This is an optimization exercise on Yosys and OpenROAD, whose aim is small area, a short achievable clock period and few clock cycles per item, not a production implementation. At most, simulation tests tie the RTL to the original design; equivalence was not proved. The RTL of run 2 was laid out without a check of its function.

## flow/design.v (module list and top-level ports; edited modules follow where they fit)
// module cordic_final: 1355 lines
// module cf_fa: 4 lines
// module cf_ha: 4 lines
module cordic_final (
    input  wire        clk,
    input  wire        rst_n,
    input  wire        start,
    input  wire [31:0] x_in,
    input  wire        func_select,
    output wire        busy,
    output reg         done,
    output wire [32:0] result
);
  // ...
==> flow/flow/run.sh <==
#!/bin/bash
set -euo pipefail
bash standard.sh SETUP_SLACK_MARGIN=7.8 finish > standard_flow.log 2>&1
==> flow/standard.sh <==
#!/bin/bash
# synth_recipe.tcl (not shown) runs the flow's synth.tcl, then flattens the netlist and writes it again
# the make line also repeats each setting of config.mk as NAME=value (left out here)
make -C /OpenROAD-flow-scripts/flow DESIGN_CONFIG=/design/flow/config.mk WORK_HOME=/design/flow/orfs CLKGATE_MAP_FILE= SYNTH_SCRIPT=/design/flow/synth_recipe.tcl "${@:-finish}"
==> flow/config.mk <==
export PLATFORM = sky130hd
export DESIGN_NAME = cordic_final
export DESIGN_NICKNAME = cordic_final
export VERILOG_FILES = /design/flow/design.v
export SDC_FILE = /design/flow/constraint.sdc
export NUM_CORES = 4
export LEC_CHECK = 0
export CAP_MARGIN = 20
export CORE_MARGIN = 2
export CORE_UTILIZATION = 40
export SLEW_MARGIN = 20
==> flow/constraint.sdc <==
create_clock -name core_clock -period 12.0 [get_ports {clk}]
set_input_delay 2.4000 -clock core_clock [delete_from_list [all_inputs] [get_ports {clk}]]
set_output_delay 2.4000 -clock core_clock [all_outputs]
set_load 0.01 [all_outputs]
==> out/qor.yml, run 1 <==
worst_setup_path:
  cp_num_buf_inv: 1
  path_class: "reg -> out"
  startpoint: "res[14]"
  critPathCapture: "result[29]"
yosys:
  yosys.area_share.simple_pct: 7.85
  yosys_most_used_dff: "dfxtp_1"
  synthCells: 4438
  netlist_top_cells_count: "dfxtp_1 (847), ha_1 (478), xnor2_1 (418), fa_1 (329), nor2_1 (300)"
  synthArstFlopShare_pct: 1.85
drt:
  drt_wl_total_um: 91600
  ant_nets: 0
final_layout:
  regMostFlops: "cma"
  final.fill_count: 10900
min_path:
  min_path_cells: 0
  hold_path_startpoint: "fsr_p2"
placement:
  dpl-instance-area_mm2: 0.0488
  dp.cells: 5871
sta:
  setup_ws_ps: 7960
  finClkSkew_ps: 24.8
  maxSlewViolCount: 0
status:
  status: "complete, no violations"
floorplan:
  fp-row-count: 125
Testbench counts, summed over its fixed seeds: cycles 2,176, items 2,048.
==> run 2: changes to the inputs <==
--- a/flow/design.v
+++ b/flow/design.v
@@ -51,120 +51,120 @@
     wire [4:0] d04 = {~sq, cq ^ {4{sq}}};
     wire [14:0] xt = (d04[4] ? (d04[3] ? (d04[2] ? (d04[1] ? (d04[0] ? 15'd26407 : 15'd24017) : (d04[0] ? 15'd24017 : 15'd22003)) : (d04[1] ? (d04[0] ? 15'd21989 : 15'd20323) : (d04[0] ? 15'd20323 : 15'd18977))) : (d04[2] ? (d04[1] ? (d04[0] ? 15'd18887 : 15'd17859) : (d04[0] ? 15'd17859 : 15'd17111)) : (d04[1] ? (d04[0] ? 15'd17105 : 15'd16627) : (d04[0] ? 15'd16628 : 15'd16412)))) : (d04[3] ? (d04[2] ? (d04[1] ? (d04[0] ? 15'd16409 : 15'd16627) : (d04[0] ? 15'd16626 : 15'd17106)) : (d04[1] ? (d04[0] ? 15'd17110 : 15'd17860) : (d04[0] ? 15'd17860 : 15'd18890))) : (d04[2] ? (d04[1] ? (d04[0] ? 15'd18974 : 15'd20322) : (d04[0] ? 15'd20322 : 15'd21990)) : (d04[1] ? (d04[0] ? 15'd22002 : 15'd24018) : (d04[0] ? 15'd24018 : 15'd26410)))));
     wire [15:0] yt = (d04[4] ? (d04[3] ? (d04[2] ? (d04[1] ? (d04[0] ? 16'd20701 : 16'd17551) : (d04[0] ? 16'd17552 : 16'd14676)) : (d04[1] ? (d04[0] ? 16'd14653 : 16'd12009) : (d04[0] ? 16'd12009 : 16'd9553))) : (d04[2] ? (d04[1] ? (d04[0] ? 16'd9377 : 16'd7081) : (d04[0] ? 16'd7081 : 16'd4897)) : (d04[1] ? (d04[0] ? 16'd4880 : 16'd2772) : (d04[0] ? 16'd2772 : 16'd708)))) : (d04[3] ? (d04[2] ? (d04[1] ? (d04[0] ? 16'd64828 : 16'd62764) : (d04[0] ? 16'd62764 : 16'd60656)) : (d04[1] ? (d04[0] ? 16'd60639 : 16'd58455) : (d04[0] ? 16'd58455 : 16'd56159))) : (d04[2] ? (d04[1] ? (d04[0] ? 16'd55983 : 16'd53527) : (d04[0] ? 16'd53527 : 16'd50883)) : (d04[1] ? (d04[0] ? 16'd50861 : 16'd47985) : (d04[0] ? 16'd47984 : 16'd44834)))));
     reg [10:0] dq;
     always @(posedge clk) dq <= dr;
     reg [14:0] xq;
     always @(posedge clk) xq <= xt;
     reg [15:0] yq;
-    always @(posedge clk) yq <= yt;
+    always @(posedge clk) yq <= yt ^ {16{~dr[10]}};
     wire [15:0] ysh5 = {{5{yq[15]}}, yq[15:5]};
     wire [15:0] xsh5 = {6'd0, xq[14:5]};
-    wire [15:0] xn6 = {1'b0, xq} + (ysh5 ^ {16{~dq[10]}}) + {15'd0, ~dq[10]};
-    wire [15:0] yn6 = yq + (xsh5 ^ {16{~dq[10]}}) + {15'd0, ~dq[10]};
+    wire [15:0] xn6 = {1'b0, xq} + ysh5 + {15'd0, ~dq[10]};
+    wire [15:0] yn6 = (yq + xsh5) ^ {16{dq[10] ^ dq[9]}};
     reg [14:0] xs6;
     always @(posedge clk) xs6 <= xn6[14:0];
     reg [15:0] ys6;
     always @(posedge clk) ys6 <= yn6;
     reg [10:0] dq_p4;
     always @(posedge clk) dq_p4 <= dq;
     wire [15:0] ysh6 = {{6{ys6[15]}}, ys6[15:6]};
     wire [15:0] xsh6 = {7'd0, xs6[14:6]};
-    wire [15:0] xn7 = {1'b0, xs6} + (ysh6 ^ {16{~dq_p4[9]}}) + {15'd0, ~dq_p4[9]};
-    wire [15:0] yn7 = ys6 + (xsh6 ^ {16{~dq_p4[9]}}) + {15'd0, ~dq_p4[9]};
+    wire [15:0] xn7 = {1'b0, xs6} + ysh6 + {15'd0, ~dq_p4[9]};
+    wire [15:0] yn7 = (ys6 + xsh6) ^ {16{dq_p4[9] ^ dq_p4[8]}};
     reg [14:0] xs7;
     always @(posedge clk) xs7 <= xn7[14:0];
     reg [15:0] ys7;
     always @(posedge clk) ys7 <= yn7;
     reg [10:0] dq_p5;
     always @(posedge clk) dq_p5 <= dq_p4;
     wire [15:0] ysh7 = {{7{ys7[15]}}, ys7[15:7]};
     wire [15:0] xsh7 = {8'd0, xs7[14:7]};
-    wire [15:0] xn8 = {1'b0, xs7} + (ysh7 ^ {16{~dq_p5[8]}}) + {15'd0, ~dq_p5[8]};
-    wire [15:0] yn8 = ys7 + (xsh7 ^ {16{~dq_p5[8]}}) + {15'd0, ~dq_p5[8]};
+    wire [15:0] xn8 = {1'b0, xs7} + ysh7 + {15'd0, ~dq_p5[8]};
+    wire [15:0] yn8 = (ys7 + xsh7) ^ {16{dq_p5[8] ^ dq_p5[7]}};
     reg [14:0] xs8;
     always @(posedge clk) xs8 <= xn8[14:0];
     reg [15:0] ys8;
     always @(posedge clk) ys8 <= yn8;
     reg [10:0] dq_p6;
     always @(posedge clk) dq_p6 <= dq_p5;
     wire [15:0] ysh8 = {{8{ys8[15]}}, ys8[15:8]};
     wire [15:0] xsh8 = {9'd0, xs8[14:8]};
-    wire [15:0] xn9 = {1'b0, xs8} + (ysh8 ^ {16{~dq_p6[7]}}) + {15'd0, ~dq_p6[7]};
-    wire [15:0] yn9 = ys8 + (xsh8 ^ {16{~dq_p6[7]}}) + {15'd0, ~dq_p6[7]};
+    wire [15:0] xn9 = {1'b0, xs8} + ysh8 + {15'd0, ~dq_p6[7]};
+    wire [15:0] yn9 = (ys8 + xsh8) ^ {16{dq_p6[7] ^ dq_p6[6]}};
     reg [14:0] xs9;
     always @(posedge clk) xs9 <= xn9[14:0];
     reg [15:0] ys9;
     always @(posedge clk) ys9 <= yn9;
     reg [10:0] dq_p7;
     always @(posedge clk) dq_p7 <= dq_p6;
     wire [15:0] ysh9 = {{9{ys9[15]}}, ys9[15:9]};
     wire [15:0] xsh9 = {10'd0, xs9[14:9]};
-    wire [15:0] xn10 = {1'b0, xs9} + (ysh9 ^ {16{~dq_p7[6]}}) + {15'd0, ~dq_p7[6]};
-    wire [15:0] yn10 = ys9 + (xsh9 ^ {16{~dq_p7[6]}}) + {15'd0, ~dq_p7[6]};
+    wire [15:0] xn10 = {1'b0, xs9} + ysh9 + {15'd0, ~dq_p7[6]};
+    wire [15:0] yn10 = (ys9 + xsh9) ^ {16{dq_p7[6] ^ dq_p7[5]}};
     reg [14:0] xs10;
     always @(posedge clk) xs10 <= xn10[14:0];
     reg [15:0] ys10;
     always @(posedge clk) ys10 <= yn10;
     reg [10:0] dq_p8;
     always @(posedge clk) dq_p8 <= dq_p7;
     wire [15:0] ysh10 = {{10{ys10[15]}}, ys10[15:10]};
     wire [15:0] xsh10 = {11'd0, xs10[14:10]};
-    wire [15:0] xn11 = {1'b0, xs10} + (ysh10 ^ {16{~dq_p8[5]}}) + {15'd0, ~dq_p8[5]};
-    wire [15:0] yn11 = ys10 + (xsh10 ^ {16{~dq_p8[5]}}) + {15'd0, ~dq_p8[5]};
+    wire [15:0] xn11 = {1'b0, xs10} + ysh10 + {15'd0, ~dq_p8[5]};
+    wire [15:0] yn11 = (ys10 + xsh10) ^ {16{dq_p8[5] ^ dq_p8[4]}};
     reg [14:0] xs11;
     always @(posedge clk) xs11 <= xn11[14:0];
     reg [15:0] ys11;
     always @(posedge clk) ys11 <= yn11;
     reg [10:0] dq_p9;
     always @(posedge clk) dq_p9 <= dq_p8;
     wire [15:0] ysh11 = {{11{ys11[15]}}, ys11[15:11]};
     wire [15:0] xsh11 = {12'd0, xs11[14:11]};
-    wire [15:0] xn12 = {1'b0, xs11} + (ysh11 ^ {16{~dq_p9[4]}}) + {15'd0, ~dq_p9[4]};
-    wire [15:0] yn12 = ys11 + (xsh11 ^ {16{~dq_p9[4]}}) + {15'd0, ~dq_p9[4]};
+    wire [15:0] xn12 = {1'b0, xs11} + ysh11 + {15'd0, ~dq_p9[4]};
+    wire [15:0] yn12 = (ys11 + xsh11) ^ {16{dq_p9[4] ^ dq_p9[3]}};
     reg [14:0] xs12;
     always @(posedge clk) xs12 <= xn12[14:0];
     reg [15:0] ys12;
     always @(posedge clk) ys12 <= yn12;
     reg [10:0] dq_p10;
     always @(posedge clk) dq_p10 <= dq_p9;
     wire [15:0] ysh12 = {{12{ys12[15]}}, ys12[15:12]};
     wire [15:0] xsh12 = {13'd0, xs12[14:12]};
-    wire [15:0] xn13 = {1'b0, xs12} + (ysh12 ^ {16{~dq_p10[3]}}) + {15'd0, ~dq_p10[3]};
-    wire [15:0] yn13 = ys12 + (xsh12 ^ {16{~dq_p10[3]}}) + {15'd0, ~dq_p10[3]};
+    wire [15:0] xn13 = {1'b0, xs12} + ysh12 + {15'd0, ~dq_p10[3]};
+    wire [15:0] yn13 = (ys12 + xsh12) ^ {16{dq_p10[3] ^ dq_p10[2]}};
     reg [14:0] xs13;
     always @(posedge clk) xs13 <= xn13[14:0];
     reg [15:0] ys13;
     always @(posedge clk) ys13 <= yn13;
     reg [10:0] dq_p11;
     always @(posedge clk) dq_p11 <= dq_p10;
     wire [15:0] ysh13 = {{13{ys13[15]}}, ys13[15:13]};
     wire [15:0] xsh13 = {14'd0, xs13[14:13]};
-    wire [15:0] xn14 = {1'b0, xs13} + (ysh13 ^ {16{~dq_p11[2]}}) + {15'd0, ~dq_p11[2]};
-    wire [15:0] yn14 = ys13 + (xsh13 ^ {16{~dq_p11[2]}}) + {15'd0, ~dq_p11[2]};
+    wire [15:0] xn14 = {1'b0, xs13} + ysh13 + {15'd0, ~dq_p11[2]};
+    wire [15:0] yn14 = (ys13 + xsh13) ^ {16{dq_p11[2] ^ dq_p11[1]}};
     reg [14:0] xs14;
     always @(posedge clk) xs14 <= xn14[14:0];
     reg [15:0] ys14;
     always @(posedge clk) ys14 <= yn14;
     reg [10:0] dq_p12;
     always @(posedge clk) dq_p12 <= dq_p11;
     wire [15:0] ysh14 = {{13{ys14[15]}}, ys14[15:13]};
     wire [15:0] xsh14 = {14'd0, xs14[14:13]};
-    wire [15:0] xn15 = {1'b0, xs14} + (ysh14 ^ {16{~dq_p12[1]}}) + {15'd0, ~dq_p12[1]};
-    wire [15:0] yn15 = ys14 + (xsh14 ^ {16{~dq_p12[1]}}) + {15'd0, ~dq_p12[1]};
+    wire [15:0] xn15 = {1'b0, xs14} + ysh14 + {15'd0, ~dq_p12[1]};
+    wire [15:0] yn15 = (ys14 + xsh14) ^ {16{dq_p12[1] ^ dq_p12[0]}};
     reg [14:0] xs15;
     always @(posedge clk) xs15 <= xn15[14:0];
     reg [15:0] ys15;
     always @(posedge clk) ys15 <= yn15;
     reg [10:0] dq_p13;
     always @(posedge clk) dq_p13 <= dq_p12;
     wire [15:0] ysh15 = {{14{ys15[15]}}, ys15[15:14]};
     wire [15:0] xsh15 = {15'd0, xs15[14:14]};
-    wire [15:0] yn16 = ys15 + (xsh15 ^ {16{~dq_p13[0]}}) + {15'd0, ~dq_p13[0]};
+    wire [15:0] yn16 = (ys15 + xsh15) ^ {16{~dq_p13[0]}};
     reg [15:0] ys16;
     always @(posedge clk) ys16 <= yn16;
     wire sq_1 = zv[0] & zv[1];
     wire sq_2 = zv[0] & zv[2];
     wire sq_3 = zv[0] & zv[3];
     wire sq_4 = zv[0] & zv[4];
     wire sq_5 = zv[0] & zv[5];
     wire sq_6 = zv[0] & zv[6];
@@ -1348,18 +1348,18 @@
     always @(posedge clk) res <= rr;
     assign result = {{18{res[14]}}, res};
     reg [14:0] vld;
     always @(posedge clk or negedge rst_n) begin
         if (!rst_n) begin vld <= 0; done <= 1'b0; end
         else begin vld <= {vld[13:0], start}; done <= vld[14]; end
     end
 endmodule
-(* keep_hierarchy = "yes", use_dsp = "yes" *)
+(* keep_hierarchy = "yes" *)
 module cf_fa (input wire a, input wire b, input wire c, output wire s, output wire co);
     assign s = a ^ b ^ c;
     assign co = (a & b) | (a & c) | (b & c);
 endmodule
-(* keep_hierarchy = "yes", use_dsp = "yes" *)
+(* keep_hierarchy = "yes" *)
 module cf_ha (input wire a, input wire b, output wire s, output wire co);
     assign s = a ^ b;
     assign co = a & b;
 endmodule
==> run 2 against run 1 <==
  * Worst setup slack got worse by 12 ps
  * Hold slack got worse by 3.7 ps
  * Non-clock buffer count fell by 13
  * Critical path depth did not move
==> out/qor.yml, run 2 <==
drt:
  drc_errors: 0  # unchanged
  wl_per_cell_um: 15.0  # was 15.2 um
  ant_nets: 0  # unchanged
  firstDrtPassIters: 5  # was 6
  drt_iter0_markers: 1436  # was 1,347
  num_vias: 28100  # was 29,900
  drt_wl_total_um: 86300  # was 91,600 um
  vias_per_cell: 4.90  # was 4.94
floorplan:
  die_x_um: 341  # was 346 um
  core_mm2: 0.112  # was 0.116 mm2
  die_area_mm2: 0.116  # was 0.120 mm2
  initial_core_util_pct: 40.3  # about the same
  io_pins: 71  # unchanged
  fp-row-count: 123  # was 125
  die_h_um: 341  # was 346 um
final_layout:
  final_common_cell: "dfxtp_1"  # unchanged
  mostFrequentLayoutCells: "dfxtp_1 (845), xnor2_1 (493), ha_1 (382), fa_1 (338), nor2_1 (233)"  # was dfxtp_1 (840), ha_1 (478), xnor2_1 (418), fa_1 (329), nor2_1 (300)
  nets: 4929  # was 5,289
  regMostFlops: "cma"  # unchanged
  syn2layout_area_growth_pct: 11.3  # was 11.2%
  top_regs: "cma x35, cmb x34, Sr x31"  # unchanged
  largest_register_ffs: 35  # unchanged
  final.fill_count: 10400  # was 10,900
  diodes: 0  # was 3
  postLayoutCoreUtil_pct: 44.9  # was 44.8%
  drive_gt1_share_pct: 5.61  # was 6.10%
worst_setup_path:
  path_class: "reg -> out"  # unchanged
  slowest_stage: "clkdlybuf4s50_1"  # unchanged
  reg2reg_slack_ps: 8070  # was 8040 ps
  cp-end-kind: "output port"  # unchanged
  crit_arrival_ps: 1650  # was 1640 ps
  crit_family: "buffers and inverters"  # unchanged
  regToRegStartpoint: "ys16[13]"  # was dq_p10[3]
  worst_r2r_path_depth: 7  # was 14
  worstPathMaxFanout: 19  # unchanged
  r2r-end: "mrb[17]"  # was xs13[14]
  start_kind: "flip-flop"  # unchanged
  slowest_delay_ps: 570  # was 560 ps
  cp_num_buf_inv: 1  # unchanged
  required_ps: 9600  # about the same
  crit_chain: "clkdlybuf4s50_1"  # unchanged
yosys:
  synthTopCellsByArea: "dfxtp_1 (37%), fa_1 (15%), ha_1 (11%)"  # was dfxtp_1 (36%), fa_1 (14%), ha_1 (13%)
  synth.distinct_cells: 70  # was 72
  synthCells: 4183  # was 4,438
  synth_top_area_share_pct: 37.4  # was 36.2%
  synth_nets: 4939  # was 5,281
  syn_avg_cell_area_um2: 10.8  # was 10.6 um2
  ys_seq_area_share_pct: 38.3  # was 37.0%
  synth_edf_count: 0  # unchanged
  ys_ff_latch: 863  # unchanged
  yosysWarningCount: 1  # unchanged
  yosys_most_used_dff: "dfxtp_1"  # unchanged
  synthArstFlopShare_pct: 1.85  # unchanged
  yosysMostFrequentCell: "dfxtp_1"  # unchanged
  yosysTopAreaCell: "dfxtp_1"  # unchanged
  netlist_top_cells_count: "dfxtp_1 (847), xnor2_1 (494), ha_1 (382), fa_1 (338), nor2_1 (235)"  # was dfxtp_1 (847), ha_1 (478), xnor2_1 (418), fa_1 (329), nor2_1 (300)
  syn_area_mm2: 0.0453  # was 0.0469 mm2
sta:
  finalHoldViolations: 0  # unchanged
  finClkSkew_ps: 21.2  # was 24.8 ps
  setup_viol: 0  # unchanged
  final.min_clock_period_ps: 4050  # was 4040 ps
  rsz0062_at_grt: "false"  # unchanged
  worstMarginPinSlew_ps: 1090  # was 1080 ps
  period_share_pct: 33.8  # was 33.7%
  fmax_mhz: 247  # was 248 MHz
  maxSlewViolCount: 0  # unchanged
  relSlewSlack_pct: 27.2  # was 27.8%
  setup_tns_ps: 0  # unchanged
clock_network:
  cts_buffers: 87  # was 91
  htree_levels: 3  # unchanged
  cts_root_buf: "clkbuf_16"  # unchanged
  hold_buffers: 0  # unchanged
  cts.sinks: 863  # unchanged
  clk_path_buf_depth: 3  # unchanged
  cts_tree: "built"  # unchanged
  clk_pin_slew_ps: 60  # about the same
  clock_latency_ps: 660  # about the same
min_path:
  hold_path_startpoint: "fsr_p3"  # was fsr_p2
  min_path_cells: 0  # unchanged
  worstHoldPathType: "reg -> reg"  # unchanged
  min_to: "fsr_p4"  # was fsr_p3
global_route:
  antenna_found_initial: 0  # was 2
  first_global_vias: 28600  # was 30,400
  grt_max_degree: 46  # was 70
  grtUsageTotal_pct: 14.9  # was 15.3%
  grt_pass1_wl_um: 144000  # was 152,000 um
  grt_overflow: 0  # unchanged
placement:
  gp_congestion: 0.835  # was 0.857
  hpwl_um: 65000  # was 68,800 um
  numPortBuffers: 53  # unchanged
status:
  status: "complete, no violations"  # unchanged
run:
  max_cap_viol_count: 0  # unchanged
## run 2: cell type report
class                      count  area (um2)  share of cell area [%]
timing repair buffer          66         654                    1.30
multi-input combinational   2947       26600                    52.8
clock buffer                 112        2440                    4.84
inverter                     208         788                    1.56
sequential                   863       17400                    34.4
tap                         1500        1880                    3.72
clock inverter                48         694                    1.38
## run 2: through the flow
step                      std cells  worst slack (ps)  area, um2  hold slack (ps)
after floorplan                4183              8300      45300              310
after global placement         5580              7360      47200              310
after detailed placement       5580              7240      47200              312
after CTS                      5743              7890      50400              314
after global routing           5744              7830      50500              308
final                          5744              7950      50500              309
## run 2: how the worst max path moves through the flow
stage / startpoint / end / slack (ps) / depth (start not counted)
global route: cq[2] / yq[5] / 7830 / 17
CTS: res[14] / result[32] / 7890 / 1
finish: res[14] / result[32] / 7950 / 1
detailed placement: cq[2] / yq[0] / 7240 / 15
floorplan: cq[3] / dq[10] / 8300 / 16
global placement: cq[2] / yq[0] / 7360 / 15
## run 2: logic make-up after synthesis
kind of cell / synth area share, %
adders and majority gates: 25.5
buffers and inverters: 3.27
and+or+nand+nor: 7.98
AOI/OAI and AO/OA: 11.2
xor gates and xnor gates: 13.1
DFF: 38.3
other: 0.00827
muxes: 0.682
## run 2: layer usage
layer	GRT usage [%]	wire length, um
met1	19.4	40000
met2	25.7	41100
met3	1.99	2930
met4	4.65	2240
met5	0	0
## run 2: repair_timing
item	4_1_cts	5_1_grt
pin swaps	1	0
endpoints found under the hold margin	0	0
endpoints found under the setup margin	46	27
setup buffers	3	0
gates resized for setup	5	6
## run 2: modules after synthesis (local to each module, per instance)
module / cells inside / area (um2) / flip-flops and latches
cf_fa: 1 / 20.0 / 0
cordic_final: 3875 / 39200 / 863
==> run 3: changes to the inputs <==
--- a/flow/design.v
+++ b/flow/design.v
@@ -1354,10 +1354,10 @@
     end
 endmodule
-(* keep_hierarchy = "yes" *)
+(* keep_hierarchy = "yes", use_dsp = "yes" *)
 module cf_fa (input wire a, input wire b, input wire c, output wire s, output wire co);
     assign s = a ^ b ^ c;
     assign co = (a & b) | (a & c) | (b & c);
 endmodule
-(* keep_hierarchy = "yes" *)
+(* keep_hierarchy = "yes", use_dsp = "yes" *)
 module cf_ha (input wire a, input wire b, output wire s, output wire co);
     assign s = a ^ b;
==> run 3 against run 2 <==
  * Global-route usage stayed put
  * Maximum frequency stayed put
  * Highest routed layer unchanged
  * Worst setup slack stayed put
  * Still clean on timing, DRC and antenna
  * Design area stayed put
  * Synthesized area stayed put
  * Critical path type unchanged
  * Die area stayed put
==> out/qor.yml, run 3 <==
status:
  status: "complete, no violations"  # unchanged
worst_setup_path:
  crit_chain: "clkdlybuf4s50_1"  # unchanged
  crit_family: "buffers and inverters"  # unchanged
  worstPathMaxFanout: 19  # unchanged
  path_class: "reg -> out"  # unchanged
  cp_num_buf_inv: 1  # unchanged
  crit_arrival_ps: 1650  # about the same
  cp-end-kind: "output port"  # unchanged
  required_ps: 9600  # about the same
  slowest_stage: "clkdlybuf4s50_1"  # unchanged
  slowest_delay_ps: 570  # about the same
  start_kind: "flip-flop"  # unchanged
floorplan:
  die_x_um: 341  # unchanged
  io_pins: 71  # unchanged
  fp-row-count: 123  # unchanged
  initial_core_util_pct: 40.3  # unchanged
  die_h_um: 341  # unchanged
  core_mm2: 0.112  # unchanged
  die_area_mm2: 0.116  # unchanged
final_layout:
  diodes: 0  # unchanged
  regMostFlops: "cma"  # unchanged
  drive_gt1_share_pct: 5.61  # unchanged
  nets: 4929  # unchanged
  final_common_cell: "dfxtp_1"  # unchanged
  top_regs: "cma x35, cmb x34, Sr x31"  # unchanged
  largest_register_ffs: 35  # unchanged
  syn2layout_area_growth_pct: 11.3  # unchanged
  layout.cells.non_filler: 5744  # unchanged
  mostFrequentLayoutCells: "dfxtp_1 (845), xnor2_1 (493), ha_1 (382), fa_1 (338), nor2_1 (233)"  # unchanged
  final.fill_count: 10400  # unchanged
global_route:
  antenna_found_initial: 0  # unchanged
  grt_max_degree: 46  # unchanged
  grt_pass1_wl_um: 144000  # unchanged
  grt_overflow: 0  # unchanged
  first_global_vias: 28600  # unchanged
  grtUsageTotal_pct: 14.9  # unchanged
sta:
  finalHoldViolations: 0  # unchanged
  setup_tns_ps: 0  # unchanged
  worstMarginPinSlew_ps: 1090  # unchanged
  relSlewSlack_pct: 27.2  # unchanged
  finClkSkew_ps: 21.2  # unchanged
  fmax_mhz: 247  # unchanged
  rsz0062_at_grt: "false"  # unchanged
  maxSlewViolCount: 0  # unchanged
  setup_viol: 0  # unchanged
  final.min_clock_period_ps: 4050  # unchanged
  period_share_pct: 33.8  # unchanged
yosys:
  ys_ff_latch: 863  # unchanged
  netlist_top_cells_count: "dfxtp_1 (847), xnor2_1 (494), ha_1 (382), fa_1 (338), nor2_1 (235)"  # unchanged
  synthArstFlopShare_pct: 1.85  # unchanged
  synth_nets: 4939  # unchanged
  synth.distinct_cells: 70  # unchanged
  syn_area_mm2: 0.0453  # unchanged
  synthCells: 4183  # unchanged
  synth_edf_count: 0  # unchanged
  ys_seq_area_share_pct: 38.3  # unchanged
  yosysTopAreaCell: "dfxtp_1"  # unchanged
  yosysMostFrequentCell: "dfxtp_1"  # unchanged
  syn_avg_cell_area_um2: 10.8  # unchanged
  synthTopCellsByArea: "dfxtp_1 (37%), fa_1 (15%), ha_1 (11%)"  # unchanged
  yosysWarningCount: 1  # unchanged
  synth_top_area_share_pct: 37.4  # unchanged
  yosys_most_used_dff: "dfxtp_1"  # unchanged
drt:
  firstDrtPassIters: 5  # unchanged
  ant_nets: 0  # unchanged
  drt_wl_total_um: 86300  # unchanged
  drc_errors: 0  # unchanged
  drt_iter0_markers: 1436  # unchanged
  vias_per_cell: 4.90  # unchanged
  num_vias: 28100  # unchanged
  wl_per_cell_um: 15.0  # unchanged
placement:
  hpwl_um: 65000  # unchanged
  gp_congestion: 0.835  # unchanged
  numPortBuffers: 53  # unchanged
  dp.cells: 5580  # unchanged
clock_network:
  cts_tree: "built"  # unchanged
  cts_root_buf: "clkbuf_16"  # unchanged
  clock_latency_ps: 660  # about the same
  clk_pin_slew_ps: 60  # about the same
  clk_path_buf_depth: 3  # unchanged
  cts.sinks: 863  # unchanged
  hold_buffers: 0  # unchanged
  htree_levels: 3  # unchanged
  cts_buffers: 87  # unchanged
run:
  max_cap_viol_count: 0  # unchanged
min_path:
  worstHoldPathType: "reg -> reg"  # unchanged
[run 3: routing by layer]
layer / share of wire [%] / vias to the layer above / GRT usage, %
li1: - / 14200 / -
met4: 2.6 / 0 / 4.65
met3: 3.4 / 157 / 1.99
met2: 48 / 461 / 25.7
met1: 46 / 13300 / 19.4
met5: 0 / - / 0
[run 3: worst register-to-register path, stage by stage, from the launching register on]
cell and delay [ps]:
dfxtp_1 880, a22oi_1 200, xnor2_1 260, fa_1 500
fa_1 540, fa_1 470, fa_1 540, fa_1 410
[run 3: final timing paths]
kind	start	end	slack, ps	cells after the start
max	res[14]	result[32]	7950	1
max reg2reg	ys16[13]	mrb[17]	8070	7
min in group asynchronous	rst_n	vld[3]	2160	1
min reg2reg	fsr_p3	fsr_p4	310	0
max in group asynchronous	rst_n	vld[10]	9410	1
min	fsr_p3	fsr_p4	310	0
[run 3: area by class of cell]
cell class                      instances  area [um2]  area share [%]
Tap cell                             1500        1880            3.72
Inverter                              208         788            1.56
Multi-Input combinational cell       2947       26600            52.8
Sequential cell                       863       17400            34.4
Timing Repair Buffer                   66         654            1.30
Clock buffer                          112        2440            4.84
Clock inverter                         48         694            1.38
[run 3: kinds of logic after synthesis]
logic type	count (synthesis)	share of synthesized area [%]
xor gates and xnor gates	676	13.1
AOI/OAI and AO/OA	763	11.2
and+or+nand+nor	761	7.98
DFF	863	38.3
buffers and inverters	373	3.27
other	1	0.00827
adders and majority gates	720	25.5
muxes	26	0.682
[run 3: what timing repair did]
action,in CTS,in global routing
endpoints found under the setup margin,46,27
pin swaps,1,0
setup buffers,3,0
gates resized for setup,5,6
[run 3: Yosys stat by module (local to each module, per instance)]
module	flops+latches	area, um2
cf_fa	0	20.0
cordic_final	863	39200
[run 3: metrics by stage]
| step | utilization (%) | cell area (um2) | setup slack (ps) | hold WS [ps] |
|---|---|---|---|---|
| final | 44.9 | 50500 | 7950 | 309 |
| after global placement | 41.9 | 47200 | 7360 | 310 |
| after global routing | 44.9 | 50500 | 7830 | 308 |
| after CTS | 44.8 | 50400 | 7890 | 314 |
| after floorplan | - | 45300 | 8300 | 310 |
| after detailed placement | 41.9 | 47200 | 7240 | 312 |
Testbench counts of run 3, summed over its fixed seeds: cycles 2,176, items 2,048.
==> run 4: changes to the inputs <==
==> flow/flow/run.sh (replaced) <==
#!/bin/bash
set -euo pipefail
bash standard.sh SETUP_SLACK_MARGIN=8.5 finish > standard_flow.log 2>&1
==> run 4 against run 3 <==
  * Still clean
  * Cell count grew 0.47%
  * Global-route usage is essentially flat
  * Clock skew grew 3.5 ps
  * Critical endpoint is now result[27]
  * Largest cell class unchanged
  * Highest routed layer unchanged
==> out/qor.yml, run 4 <==
final_layout:
  drive_gt1_share_pct: 8.50  # was 5.61%
  largest_register_ffs: 35  # unchanged
  postLayoutCoreUtil_pct: 45.5  # was 44.9%
  syn2layout_area_growth_pct: 12.8  # was 11.3%
  mostFrequentLayoutCells: "dfxtp_1 (818), xnor2_1 (493), ha_1 (364), fa_1 (335), nor2_1 (232)"  # was dfxtp_1 (845), xnor2_1 (493), ha_1 (382), fa_1 (338), nor2_1 (233)
  nets: 4954  # was 4,929
  regMostFlops: "cma"  # unchanged
  final_common_cell: "dfxtp_1"  # unchanged
  top_regs: "cma x35, cmb x34, Sr x31"  # unchanged
  diodes: 0  # unchanged
  layout.cells.non_filler: 5771  # was 5,744
  fin_area_mm2: 0.0511  # was 0.0505 mm2
sta:
  setup_tns_ps: 0  # unchanged
  rsz0062_at_grt: "true"  # was false
  setup_viol: 0  # unchanged
  setup_ws_ps: 8310  # was 7950 ps
  worstMarginPinSlew_ps: 1050  # was 1090 ps
  period_share_pct: 30.7  # was 33.8%
  maxSlewViolCount: 0  # unchanged
  timing.hold.ws_ps: 316  # was 309 ps
  final.min_clock_period_ps: 3690  # was 4050 ps
  finClkSkew_ps: 24.6  # was 21.2 ps
  fmax_mhz: 271  # was 247 MHz
  finalHoldViolations: 0  # unchanged
  relSlewSlack_pct: 30.2  # was 27.2%
clock_network:
  cts_root_buf: "clkbuf_16"  # unchanged
  cts_tree: "built"  # unchanged
  htree_levels: 3  # unchanged
  clk_pin_slew_ps: 70  # was 60 ps
  clock_latency_ps: 660  # about the same
  cts.sinks: 863  # unchanged
  clk_path_buf_depth: 3  # unchanged
  cts_buffers: 90  # was 87
placement:
  dp_slack_ps: 7270  # was 7240 ps
  gp_congestion: 0.837  # was 0.835
  numPortBuffers: 53  # unchanged
  dpl-instance-area_mm2: 0.0472  # about the same
  dp.cells: 5579  # was 5,580
  hpwl_um: 65000  # about the same
worst_setup_path:
  crit_chain: "buf_6 -> buf_6"  # was clkdlybuf4s50_1
  required_ps: 9600  # about the same
  worst_r2r_path_depth: 18  # was 7
  cp-end-kind: "output port"  # unchanged
  crit_arrival_ps: 1290  # was 1650 ps
  slowest_delay_ps: 390  # was 570 ps
  path_class: "reg -> out"  # unchanged
  cp.depth: 2  # was 1
  cpMostUsedCell: "buf_6"
  start_kind: "flip-flop"  # unchanged
  slowest_stage: "dfxtp_4"  # was clkdlybuf4s50_1
  worstPathMaxFanout: 7  # was 19
  cp_num_buf_inv: 2  # was 1
  crit_family: "flip-flops"  # was buffers and inverters
drt:
  ant_nets: 0  # unchanged
  wl_per_cell_um: 15.1  # was 15.0 um
  firstDrtPassIters: 5  # unchanged
  num_vias: 28200  # was 28,100
  drt_iter0_markers: 1508  # was 1,436
  drc_errors: 0  # unchanged
  vias_per_cell: 4.89  # was 4.90
  drt_wl_total_um: 87000  # was 86,300 um
yosys:
  syn_area_mm2: 0.0453  # unchanged
  synthCells: 4183  # unchanged
  synthTopCellsByArea: "dfxtp_1 (37%), fa_1 (15%), ha_1 (11%)"  # unchanged
  synth.distinct_cells: 70  # unchanged
  ys_ff_latch: 863  # unchanged
  syn_avg_cell_area_um2: 10.8  # unchanged
  yosysTopAreaCell: "dfxtp_1"  # unchanged
  yosys_most_used_dff: "dfxtp_1"  # unchanged
  synthArstFlopShare_pct: 1.85  # unchanged
  synth_edf_count: 0  # unchanged
  ys_seq_area_share_pct: 38.3  # unchanged
  netlist_top_cells_count: "dfxtp_1 (847), xnor2_1 (494), ha_1 (382), fa_1 (338), nor2_1 (235)"  # unchanged
  synth_nets: 4939  # unchanged
  yosysWarningCount: 1  # unchanged
  synth_top_area_share_pct: 37.4  # unchanged
  yosysMostFrequentCell: "dfxtp_1"  # unchanged
floorplan:
  fp-row-count: 123  # unchanged
  die_x_um: 341  # unchanged
  io_pins: 71  # unchanged
  core_mm2: 0.112  # unchanged
  die_h_um: 341  # unchanged
  die_area_mm2: 0.116  # unchanged
  initial_core_util_pct: 40.3  # unchanged
min_path:
  min_path_cells: 0  # unchanged
  worstHoldPathType: "reg -> reg"  # unchanged
global_route:
  antenna_found_initial: 0  # unchanged
  grt_overflow: 0  # unchanged
  grt_pass1_wl_um: 144000  # about the same
  grtUsageTotal_pct: 15.0  # was 14.9%
  first_global_vias: 28700  # was 28,600
  grt_max_degree: 40  # was 46
  grt_use_met1_pct: 19.3  # was 19.4%
  busiest_layer: "met2"  # unchanged
  use_met3_pct: 2.32  # was 1.99%
  use_met2_pct: 25.7  # about the same
run:
  max_cap_viol_count: 0  # unchanged
status:
  status: "complete, no violations"  # unchanged
run 4: changes by cell type in the layout (fill, tap and decap cells not counted), moves of 8 or more:
cell             before  now
ha_1                382  364
clkdlybuf4s50_1      53   19
dfxtp_1             845  818
buf_6                 2   20
dfxtp_4               1   13
dfxtp_2               1   16
buf_4                 9   17
ha_2                  0   16
buf_2                 0   17
run 4: kinds of logic (layout without fill, tap and decap cells):
kind of cell    count (synthesis)  in the layout  synth area share (%)
other cells                     1              1               0.00827
simple gates                  761            761                  7.98
fa+ha+maj                     720            720                  25.5
xor+xnor                      676            676                  13.1
buf+inv                       373            461                  3.27
flops                         863            863                  38.3
mux                            26             26                 0.682
compound gates                763            763                  11.2
run 4: cell type report:
class                   instances  area (um2)
fillers                     10400       61400
multi-input cells            2947       26800
flip-flops and latches        863       17400
clock buffers                 111        2490
well taps                    1500        1880
repair buffers                 88         981
inverters                     208         788
clock inverters                54         751
run 4: worst reg2reg max path, delay by kind of cell, from the launching register on:
family | cells | cell delay [ps]
adders and majority gates | 2 | 560
xor gates and xnor gates | 3 | 470
buffers and inverters | 4 | 550
AOI/OAI and AO/OA | 6 | 930
and+or+nand+nor | 3 | 400
DFF | 1 | 360
run 4: modules after synthesis (local to each module, per instance):
module        flip-flops and latches  cell area (um2)  cells inside  times used
cordic_final                     863            39200          3875           1
cf_fa                              0             20.0             1         308
run 4: worst paths after layout:
kind                            startpoint    endpoint  slack (ps)
worst max-delay path               res[14]  result[27]        8310
worst min-delay path             cf_p12[7]   cf_p13[7]         320
worst max register to register       cq[2]       yq[2]        8580
worst min register to register   cf_p12[7]   cf_p13[7]         320
max in group asynchronous            rst_n     vld[10]        9400
min in group asynchronous            rst_n      vld[3]        2170
run 4: what timing repair did:
action,4_1_cts,5_1_grt
pin swaps,8,15
hold buffers,0,0
resized for setup,208,63
cloned,6,0
setup buffers,11,10
setup endpoints to repair,98,92
run 4: metal layers:
| metal | routed length, um | up-vias |
|---|---|---|
| met2 | 41300 | 576 |
| met3 | 3620 | 166 |
| met1 | 39700 | 13200 |
| met4 | 2380 | 0 |
| li1 | - | 14300 |
| met5 | 0 | - |
==> run 5: changes to the inputs <==
==> flow/flow/run.sh (replaced) <==
#!/bin/bash
set -euo pipefail
bash standard.sh SETUP_SLACK_MARGIN=8.35 finish > standard_flow.log 2>&1
==> run 5 against run 4 <==
  * Critical path depth is the same
  * Cell count shrank 0.23%
  * Largest cell class unchanged
==> out/qor.yml, run 5 <==
status:
  status: "complete, no violations"  # unchanged
clock_network:
  cts_tree: "built"  # unchanged
  clock_latency_ps: 660  # about the same
  cts_buffers: 88  # was 90
  hold_buffers: 0  # unchanged
  clk_path_buf_depth: 3  # unchanged
  cts_root_buf: "clkbuf_16"  # unchanged
  cts.sinks: 863  # unchanged
  htree_levels: 3  # unchanged
  clk_pin_slew_ps: 60  # was 70 ps
floorplan:
  die_h_um: 341  # unchanged
  initial_core_util_pct: 40.3  # unchanged
  fp-row-count: 123  # unchanged
  die_x_um: 341  # unchanged
  core_mm2: 0.112  # unchanged
  die_area_mm2: 0.116  # unchanged
  io_pins: 71  # unchanged
drt:
  wl_per_cell_um: 15.1  # about the same
  vias_per_cell: 4.92  # was 4.89
  drt_iter0_markers: 1452  # was 1,508
  drc_errors: 0  # unchanged
  firstDrtPassIters: 5  # unchanged
  drt_wl_total_um: 87100  # was 87,000 um
  ant_nets: 0  # unchanged
  num_vias: 28300  # was 28,200
final_layout:
  regArea_mm2: 0.0174  # about the same
  final.fill_count: 10400  # about the same
  final_common_cell: "dfxtp_1"  # unchanged
  layout.cells.non_filler: 5758  # was 5,771
  top_regs: "cma x35, cmb x34, Sr x31"  # unchanged
  mostFrequentLayoutCells: "dfxtp_1 (831), xnor2_1 (493), ha_1 (370), fa_1 (337), nor2_1 (233)"  # was dfxtp_1 (818), xnor2_1 (493), ha_1 (364), fa_1 (335), nor2_1 (232)
  largest_register_ffs: 35  # unchanged
  nets: 4947  # was 4,954
  regMostFlops: "cma"  # unchanged
  multi_input_area_mm2: 0.0268  # about the same
  syn2layout_area_growth_pct: 12.1  # was 12.8%
  drive_gt1_share_pct: 7.49  # was 8.50%
  diodes: 0  # unchanged
yosys:
  synth.distinct_cells: 70  # unchanged
  syn_area_mm2: 0.0453  # unchanged
  yosys_most_used_dff: "dfxtp_1"  # unchanged
  syn_avg_cell_area_um2: 10.8  # unchanged
  ys_ff_latch: 863  # unchanged
  synth_edf_count: 0  # unchanged
  yosysMostFrequentCell: "dfxtp_1"  # unchanged
  yosysWarningCount: 1  # unchanged
  synthArstFlopShare_pct: 1.85  # unchanged
  synthCells: 4183  # unchanged
  ys_seq_area_share_pct: 38.3  # unchanged
  synth_top_area_share_pct: 37.4  # unchanged
  yosysTopAreaCell: "dfxtp_1"  # unchanged
  netlist_top_cells_count: "dfxtp_1 (847), xnor2_1 (494), ha_1 (382), fa_1 (338), nor2_1 (235)"  # unchanged
  synth_nets: 4939  # unchanged
  synthTopCellsByArea: "dfxtp_1 (37%), fa_1 (15%), ha_1 (11%)"  # unchanged
run:
  max_cap_viol_count: 0  # unchanged
sta:
  maxSlewViolCount: 0  # unchanged
  relSlewSlack_pct: 24.3  # was 30.2%
  timing.hold.ws_ps: 313  # was 316 ps
  worstMarginPinSlew_ps: 1130  # was 1050 ps
  period_share_pct: 30.6  # was 30.7%
  fmax_mhz: 272  # was 271 MHz
  final.min_clock_period_ps: 3680  # was 3690 ps
  rsz0062_at_grt: "true"  # unchanged
  finClkSkew_ps: 30.1  # was 24.6 ps
  setup_ws_ps: 8320  # was 8310 ps
  finalHoldViolations: 0  # unchanged
  setup_tns_ps: 0  # unchanged
  setup_viol: 0  # unchanged
placement:
  dp.cells: 5580  # was 5,579
  dp_slack_ps: 7280  # was 7270 ps
  hpwl_um: 65100  # was 65,000 um
  numPortBuffers: 53  # unchanged
  gp_congestion: 0.839  # was 0.837
worst_setup_path:
  path_class: "reg -> out"  # unchanged
  required_ps: 9600  # about the same
  regToRegStartpoint: "cq[3]"  # was cq[2]
  crit_arrival_ps: 1280  # was 1290 ps
  startpoint: "res[14]"  # unchanged
  cp-end-kind: "output port"  # unchanged
  start_kind: "flip-flop"  # unchanged
  worstPathMaxFanout: 8  # was 7
global_route:
  grtUsageTotal_pct: 14.9  # was 15.0%
  grt_pass1_wl_um: 144000  # about the same
  grt_overflow: 0  # unchanged
  first_global_vias: 28700  # about the same
  grt_max_degree: 44  # was 40
  antenna_found_initial: 0  # unchanged
min_path:
  worstHoldPathType: "reg -> reg"  # unchanged
  hold_path_startpoint: "cf_p11[10]"  # was cf_p12[7]
## run 5: cells by family after synthesis
kind of cell             Yosys count  share of synthesized area (%)
AO/OA/AOI/OAI                    763                           11.2
XOR/XNOR                         676                           13.1
adder cells (fa/ha/maj)          720                           25.5
buffers and inverters            373                           3.27
flip-flops                       863                           38.3
multiplexers                      26                          0.682
other                              1                        0.00827
AND/OR/NAND/NOR                  761                           7.98
## run 5: cell type report
cell class / count / area share [%]
Inverter: 208 / 1.55
Sequential cell: 863 / 34.2
Multi-Input combinational cell: 2947 / 52.7
Timing Repair Buffer: 83 / 1.77
Clock inverter: 44 / 1.20
Tap cell: 1500 / 3.69
Clock buffer: 113 / 4.88
## run 5: per-layer routing
metal  track usage [%]  share of wire [%]
met5                 0                  0
met1              19.2                 45
met2              25.5                 48
met3              2.30                4.2
met4              5.07                3.0
## run 5: per-stage QoR
stage / utilization, % / instance area [um2]
5_1_grt: 45.2 / 50800
4_1_cts: 44.8 / 50400
3_5_place_dp: 41.9 / 47200
6_report: 45.2 / 50800
2_1_floorplan: - / 45300
3_3_place_gp: 41.9 / 47200
## run 5: modules after synthesis, one instance, submodules excluded
module / copies in the design / cells / flip-flops and latches
cordic_final: 1 / 3875 / 863
cf_fa: 308 / 1 / 0
## run 5: timing repair
item | 4_1_cts | 5_1_grt
pin swaps | 2 | 10
gates resized for setup | 161 | 46
setup buffers | 6 | 8
endpoints found under the setup margin | 89 | 57
cloned | 2 | 5
## run 5: worst paths after layout
kind,to,slack [ps],cells after the start
worst max-delay path,result[14],8320,2
worst min-delay path,cf_p12[10],310,0
worst max register to register,dq[10],8460,16
worst min register to register,cf_p12[10],310,0
max in group asynchronous,vld[11],9420,1
min in group asynchronous,done,2160,1
## run 5: worst max-delay path, cell delays in order (launching register included)
cell and delay (ps):
dfxtp_4 390, buf_6 130, buf_6 100
==> run 6: changes to the inputs <==
==> flow/flow/run.sh (replaced) <==
#!/bin/bash
set -euo pipefail
bash standard.sh SETUP_SLACK_MARGIN=8.0 finish > standard_flow.log 2>&1
==> run 6 against run 5 <==
  * Still clean
  * Flip-flop and latch count unchanged
  * Maximum frequency down 6.1%
  * Utilization down 0.22 points
  * Count of clock-buffer cells in the layout down 1
  * Critical path depth down 1
  * Cell count down 0.21%
==> out/qor.yml, run 6 <==
sta:
  setup_ws_ps: 8080  # was 8320 ps
  rsz0062_at_grt: "false"  # was true
  finalHoldViolations: 0  # unchanged
  relSlewSlack_pct: 25.4  # was 24.3%
  setup_tns_ps: 0  # unchanged
  finClkSkew_ps: 21.5  # was 30.1 ps
  setup_viol: 0  # unchanged
  timing.hold.ws_ps: 310  # was 313 ps
  fmax_mhz: 255  # was 272 MHz
  final.min_clock_period_ps: 3920  # was 3680 ps
  maxSlewViolCount: 0  # unchanged
  worstMarginPinSlew_ps: 1120  # was 1130 ps
  period_share_pct: 32.6  # was 30.6%
drt:
  drt_wl_total_um: 86300  # was 87,100 um
  num_vias: 28100  # was 28,300
  firstDrtPassIters: 5  # unchanged
  vias_per_cell: 4.90  # was 4.92
  wl_per_cell_um: 15.0  # was 15.1 um
  drc_errors: 0  # unchanged
  drt_iter0_markers: 1491  # was 1,452
  ant_nets: 0  # unchanged
worst_setup_path:
  worstPathMaxFanout: 1  # was 8
  required_ps: 9600  # about the same
  cp_num_buf_inv: 1  # was 2
  cp.depth: 1  # was 2
  regToRegStartpoint: "z0r[15]"  # was cq[3]
  crit_chain: "clkdlybuf4s50_1"  # was buf_6 -> buf_6
  worst_r2r_path_depth: 5  # was 16
  critPathCapture: "result[13]"  # was result[14]
  slowest_stage: "clkdlybuf4s50_1"  # was dfxtp_4
  crit_family: "buffers and inverters"  # was flip-flops
  crit_arrival_ps: 1520  # was 1280 ps
  start_kind: "flip-flop"  # unchanged
  r2r-end: "sqb[21]"  # was dq[10]
  reg2reg_slack_ps: 8180  # was 8460 ps
  cp-end-kind: "output port"  # unchanged
  startpoint: "res[13]"  # was res[14]
  slowest_delay_ps: 560  # was 390 ps
  path_class: "reg -> out"  # unchanged
floorplan:
  die_h_um: 341  # unchanged
  core_mm2: 0.112  # unchanged
  fp-row-count: 123  # unchanged
  die_x_um: 341  # unchanged
  die_area_mm2: 0.116  # unchanged
  io_pins: 71  # unchanged
  initial_core_util_pct: 40.3  # unchanged
yosys:
  synthArstFlopShare_pct: 1.85  # unchanged
  synth_nets: 4939  # unchanged
  synthCells: 4183  # unchanged
  syn_avg_cell_area_um2: 10.8  # unchanged
  netlist_top_cells_count: "dfxtp_1 (847), xnor2_1 (494), ha_1 (382), fa_1 (338), nor2_1 (235)"  # unchanged
  synth_top_area_share_pct: 37.4  # unchanged
  syn_area_mm2: 0.0453  # unchanged
  synth_edf_count: 0  # unchanged
  yosysWarningCount: 1  # unchanged
  ys_ff_latch: 863  # unchanged
  synthTopCellsByArea: "dfxtp_1 (37%), fa_1 (15%), ha_1 (11%)"  # unchanged
  yosysMostFrequentCell: "dfxtp_1"  # unchanged
  ys_seq_area_share_pct: 38.3  # unchanged
  yosys_most_used_dff: "dfxtp_1"  # unchanged
  synth.distinct_cells: 70  # unchanged
  yosysTopAreaCell: "dfxtp_1"  # unchanged
clock_network:
  htree_levels: 3  # unchanged
  cts_root_buf: "clkbuf_16"  # unchanged
  cts_tree: "built"  # unchanged
  clk_pin_slew_ps: 60  # about the same
  cts_buffers: 87  # was 88
  clock_latency_ps: 660  # about the same
  hold_buffers: 0  # unchanged
  cts.sinks: 863  # unchanged
  clk_path_buf_depth: 3  # unchanged
global_route:
  antenna_found_initial: 0  # unchanged
  grt_overflow: 0  # unchanged
  grt_max_degree: 46  # was 44
  first_global_vias: 28600  # was 28,700
  grtUsageTotal_pct: 14.9  # about the same
  grt_pass1_wl_um: 144000  # about the same
placement:
  gp_congestion: 0.835  # was 0.839
  dp.cells: 5580  # unchanged
  dp_slack_ps: 7240  # was 7280 ps
  numPortBuffers: 53  # unchanged
  hpwl_um: 65000  # was 65,100 um
  dpl-instance-area_mm2: 0.0472  # unchanged
run:
  max_cap_viol_count: 0  # unchanged
final_layout:
  syn2layout_area_growth_pct: 11.5  # was 12.1%
  regMostFlops: "cma"  # unchanged
  final_common_cell: "dfxtp_1"  # unchanged
  postLayoutCoreUtil_pct: 44.9  # was 45.2%
  drive_gt1_share_pct: 5.79  # was 7.49%
  fin_area_mm2: 0.0506  # was 0.0508 mm2
  final.fill_count: 10400  # about the same
  nets: 4931  # was 4,947
  top_regs: "cma x35, cmb x34, Sr x31"  # unchanged
  mostFrequentLayoutCells: "dfxtp_1 (841), xnor2_1 (493), ha_1 (381), fa_1 (338), nor2_1 (233)"  # was dfxtp_1 (831), xnor2_1 (493), ha_1 (370), fa_1 (337), nor2_1 (233)
  largest_register_ffs: 35  # unchanged
  diodes: 0  # unchanged
  layout.cells.non_filler: 5746  # was 5,758
min_path:
  worstHoldPathType: "reg -> reg"  # unchanged
status:
  status: "complete, no violations"  # unchanged
[run 6: cell counts after synthesis]
Identical to the previous run, type by type.
[run 6: kinds of logic after synthesis]
logic type / after synthesis / synth area share (%)
AOI/OAI and AO/OA: 763 / 11.2
and+or+nand+nor: 761 / 7.98
other: 1 / 0.00827
xor gates and xnor gates: 676 / 13.1
muxes: 26 / 0.682
adders and majority gates: 720 / 25.5
DFF: 863 / 38.3
buffers and inverters: 373 / 3.27
[run 6: final cells by class]
cell class | count | area (um2) | area share [%]
Multi-Input combinational cell | 2947 | 26700 | 52.7
Sequential cell | 863 | 17400 | 34.4
Clock buffer | 112 | 2440 | 4.83
Inverter | 208 | 788 | 1.56
Tap cell | 1500 | 1880 | 3.71
Timing Repair Buffer | 68 | 732 | 1.45
Clock inverter | 48 | 694 | 1.37
[run 6: per-layer routing]
layer,share of wire [%],global-route usage (%)
met5,0,0
met4,2.7,4.63
met3,3.4,1.99
met2,48,25.7
met1,46,19.4
[run 6: how the worst min path moves through the flow]
stage,start,end,slack [ps],cells past startpoint
after floorplan,cf_p9[0],cf_p10[0],310,0
after global placement,cf_p10[6],cf_p11[6],310,0
after detailed placement,cf_p9[10],cf_p10[10],310,0
after CTS,fsr_p3,fsr_p4,310,0
after global routing,dq_p9[1],dq_p10[1],310,0
final,fsr_p3,fsr_p4,310,0
[run 6: Yosys stat by module, one instance, submodules excluded]
| module | cells inside | flip-flops and latches | area, um2 |
|---|---|---|---|
| cf_fa | 1 | 0 | 20.0 |
| cordic_final | 3875 | 863 | 39200 |
[run 6: timing repair]
| action | 4_1_cts | 5_1_grt |
|---|---|---|
| buffers inserted | 3 | 2 |
| pin swaps | 1 | 1 |
| gates resized for setup | 9 | 31 |
| endpoints found under the hold margin | 0 | 0 |
| gates cloned | 0 | 0 |
| endpoints found under the setup margin | 46 | 52 |
==> run 7: changes to the inputs <==
==> flow/flow/run.sh (replaced) <==
#!/bin/bash
set -euo pipefail
bash standard.sh SETUP_SLACK_MARGIN=8.2 finish > standard_flow.log 2>&1
==> run 7 against run 6 <==
  * Still clean
  * First-iteration DRC count fell by 1.6%
  * Cell count rose by 0.16%
  * Design area rose by 0.11%
  * Die area did not move
  * Synthesized area did not move
  * Clock skew barely moved
  * Register-to-register slack improved by 230 ps
  * Global-route usage barely moved
  * Hold slack barely moved
  * Largest cell class unchanged
==> out/qor.yml, run 7 <==
clock_network:
  clk_pin_slew_ps: 60  # about the same
  cts.sinks: 863  # unchanged
  cts_root_buf: "clkbuf_16"  # unchanged
  htree_levels: 3  # unchanged
  clk_path_buf_depth: 3  # unchanged
  cts_buffers: 87  # unchanged
  clock_latency_ps: 660  # about the same
  cts_tree: "built"  # unchanged
  hold_buffers: 0  # unchanged
global_route:
  grtUsageTotal_pct: 15.0  # was 14.9%
  antenna_found_initial: 0  # unchanged
  grt_overflow: 0  # unchanged
  grt_max_degree: 46  # unchanged
  first_global_vias: 28700  # was 28,600
  grt_pass1_wl_um: 145000  # was 144,000 um
drt:
  wl_per_cell_um: 15.2  # was 15.0 um
  drc_errors: 0  # unchanged
  drt_wl_total_um: 87300  # was 86,300 um
  ant_nets: 0  # unchanged
  firstDrtPassIters: 5  # unchanged
  drt_iter0_markers: 1467  # was 1,491
  vias_per_cell: 4.92  # was 4.90
  num_vias: 28300  # was 28,100
final_layout:
  nets: 4940  # was 4,931
  mostFrequentLayoutCells: "dfxtp_1 (831), xnor2_1 (493), ha_1 (374), fa_1 (338), nor2_1 (233)"  # was dfxtp_1 (841), xnor2_1 (493), ha_1 (381), fa_1 (338), nor2_1 (233)
  diodes: 0  # unchanged
  syn2layout_area_growth_pct: 11.7  # was 11.5%
  top_regs: "cma x35, cmb x34, Sr x31"  # unchanged
  regMostFlops: "cma"  # unchanged
  final_common_cell: "dfxtp_1"  # unchanged
  largest_register_ffs: 35  # unchanged
  layout.cells.non_filler: 5755  # was 5,746
  drive_gt1_share_pct: 6.89  # was 5.79%
placement:
  hpwl_um: 65000  # unchanged
  dp_slack_ps: 7240  # unchanged
  numPortBuffers: 53  # unchanged
  dp.cells: 5580  # unchanged
  gp_congestion: 0.835  # unchanged
worst_setup_path:
  required_ps: 9600  # about the same
  regToRegStartpoint: "cq[3]"  # was z0r[15]
  start_kind: "flip-flop"  # unchanged
  cp-end-kind: "output port"  # unchanged
  crit_chain: "buf_4 -> buf_2"  # was clkdlybuf4s50_1
  slowest_delay_ps: 350  # was 560 ps
  worst_r2r_path_depth: 16  # was 5
  path_class: "reg -> out"  # unchanged
  worstPathMaxFanout: 9  # was 1
  reg2reg_slack_ps: 8410  # was 8180 ps
  r2r-end: "yq[2]"  # was sqb[21]
  crit_arrival_ps: 1290  # was 1520 ps
  slowest_stage: "dfxtp_4"  # was clkdlybuf4s50_1
sta:
  finClkSkew_ps: 21.7  # was 21.5 ps
  setup_ws_ps: 8310  # was 8080 ps
  timing.hold.ws_ps: 310  # about the same
  maxSlewViolCount: 0  # unchanged
  fmax_mhz: 271  # was 255 MHz
  rsz0062_at_grt: "true"  # was false
  relSlewSlack_pct: 27.1  # was 25.4%
  period_share_pct: 30.7  # was 32.6%
  worstMarginPinSlew_ps: 1090  # was 1120 ps
  finalHoldViolations: 0  # unchanged
  setup_viol: 0  # unchanged
  final.min_clock_period_ps: 3690  # was 3920 ps
  setup_tns_ps: 0  # unchanged
status:
  status: "complete, no violations"  # unchanged
yosys:
  syn_area_mm2: 0.0453  # unchanged
  ys_seq_area_share_pct: 38.3  # unchanged
  synthTopCellsByArea: "dfxtp_1 (37%), fa_1 (15%), ha_1 (11%)"  # unchanged
  synthArstFlopShare_pct: 1.85  # unchanged
  yosysMostFrequentCell: "dfxtp_1"  # unchanged
  netlist_top_cells_count: "dfxtp_1 (847), xnor2_1 (494), ha_1 (382), fa_1 (338), nor2_1 (235)"  # unchanged
  synth.distinct_cells: 70  # unchanged
  yosysWarningCount: 1  # unchanged
  synth_edf_count: 0  # unchanged
  yosys_most_used_dff: "dfxtp_1"  # unchanged
  yosysTopAreaCell: "dfxtp_1"  # unchanged
  syn_avg_cell_area_um2: 10.8  # unchanged
  synth_nets: 4939  # unchanged
  synthCells: 4183  # unchanged
  synth_top_area_share_pct: 37.4  # unchanged
  ys_ff_latch: 863  # unchanged
floorplan:
  fp-row-count: 123  # unchanged
  io_pins: 71  # unchanged
  core_mm2: 0.112  # unchanged
  die_h_um: 341  # unchanged
  die_x_um: 341  # unchanged
  initial_core_util_pct: 40.3  # unchanged
  die_area_mm2: 0.116  # unchanged
min_path:
  min_to: "fsr_p4"  # unchanged
  worstHoldPathType: "reg -> reg"  # unchanged
  min_path_cells: 0  # unchanged
  hold_path_startpoint: "fsr_p3"  # unchanged
run:
  max_cap_viol_count: 0  # unchanged
run 7: cell counts after synthesis:
Identical to the previous run, type by type.
run 7: worst max-delay path: cells and delay by family, from the launching register on:
| kind | cells | cell delay (ps) |
|---|---|---|
| DFF | 1 | 350 |
| buffers and inverters | 2 | 290 |
run 7: layout make-up:
class                           count  area (um2)
Clock buffer                      112        2440
Clock inverter                     48         694
Fill cell                       10400       61900
Inverter                          208         788
Multi-Input combinational cell   2948       26700
Sequential cell                   863       17400
Tap cell                         1500        1880
Timing Repair Buffer               76         713
run 7: Yosys stat by module, one instance, submodules excluded:
module	times used	cell area [um2]
cordic_final	1	39200
cf_fa	308	20.0
run 7: cell families after synthesis:
kind of cell | Yosys count | share of synthesized area (%)
compound gates | 763 | 11.2
other cells | 1 | 0.00827
fa+ha+maj | 720 | 25.5
simple gates | 761 | 7.98
flops | 863 | 38.3
buf+inv | 373 | 3.27
xor+xnor | 676 | 13.1
mux | 26 | 0.682
run 7: worst max path at each step:
stage / start / end / slack [ps] / depth (start not counted)
global placement: cq[2] / yq[0] / 7360 / 15
global route: cq[0] / yq[5] / 8170 / 15
CTS: res[14] / result[16] / 8150 / 2
finish: res[14] / result[32] / 8310 / 2
floorplan: cq[3] / dq[10] / 8300 / 16
detailed placement: cq[2] / yq[0] / 7240 / 15
run 7: per-layer routing:
| layer | track usage, % | wire length, um | up-vias |
|---|---|---|---|
| met1 | 19.5 | 40300 | 13300 |
| li1 | - | - | 14200 |
| met5 | 0 | 0 | - |
| met4 | 4.65 | 2370 | 0 |
| met3 | 1.99 | 3170 | 179 |
| met2 | 25.8 | 41500 | 536 |
run 7: timing repair:
action,in CTS,in global routing
gates resized for setup,80,46
pin swaps,4,3
cloned,1,4
buffers inserted,8,1
setup endpoints to repair,69,68
endpoints found under the hold margin,0,0
run 7: through the flow:
step                      util [%]  cell area, um2
final                         45.0           50600
after global routing          45.0           50600
after detailed placement      41.9           47200
after floorplan                  -           45300
after global placement        41.9           47200
after CTS                     44.8           50400

separate check: timing with driven ports:
The results above use ideal ports. As a check the final layouts listed here were re-extracted and re-timed, cells and wires unchanged.
Step 1 sets driving cells, clkbuf_16 on the clock port and buf_2 on the other inputs (assumed; they add their load-dependent delay and slew).
Step 2 adds t to the input delays and takes it off the output delays; t is the mean of the earliest and latest rising clock arrival at the registers after step 1. Input paths then give back, and output paths get back, about the clock's delay inside the block.
Slacks: no drivers / after step 1 / after step 2; pairs: no drivers / after step 1.
run | shift t [ns] | setup WS [ns] | worst data-port slew with drivers (ns)
run 1 | 0.713 | 7.962 / 7.893 / 8.045 | 0.12
run 2 | 0.712 | 7.950 / 7.887 / 8.071 | 0.09
run 3 | 0.712 | 7.950 / 7.887 / 8.071 | 0.09
run 4 | 0.703 | 8.311 / 8.252 / 8.186 | 0.10
run 5 | 0.704 | 8.323 / 8.261 / 8.189 | 0.10
run 6 | 0.713 | 8.084 / 8.021 / 8.155 | 0.09
run 7 | 0.712 | 8.311 / 8.249 / 8.156 | 0.09
After both steps setup and hold are still met in every run listed. The setup slack of run 7, which loses most, moves by -0.062 ns with the drivers and by -0.155 ns with both steps.
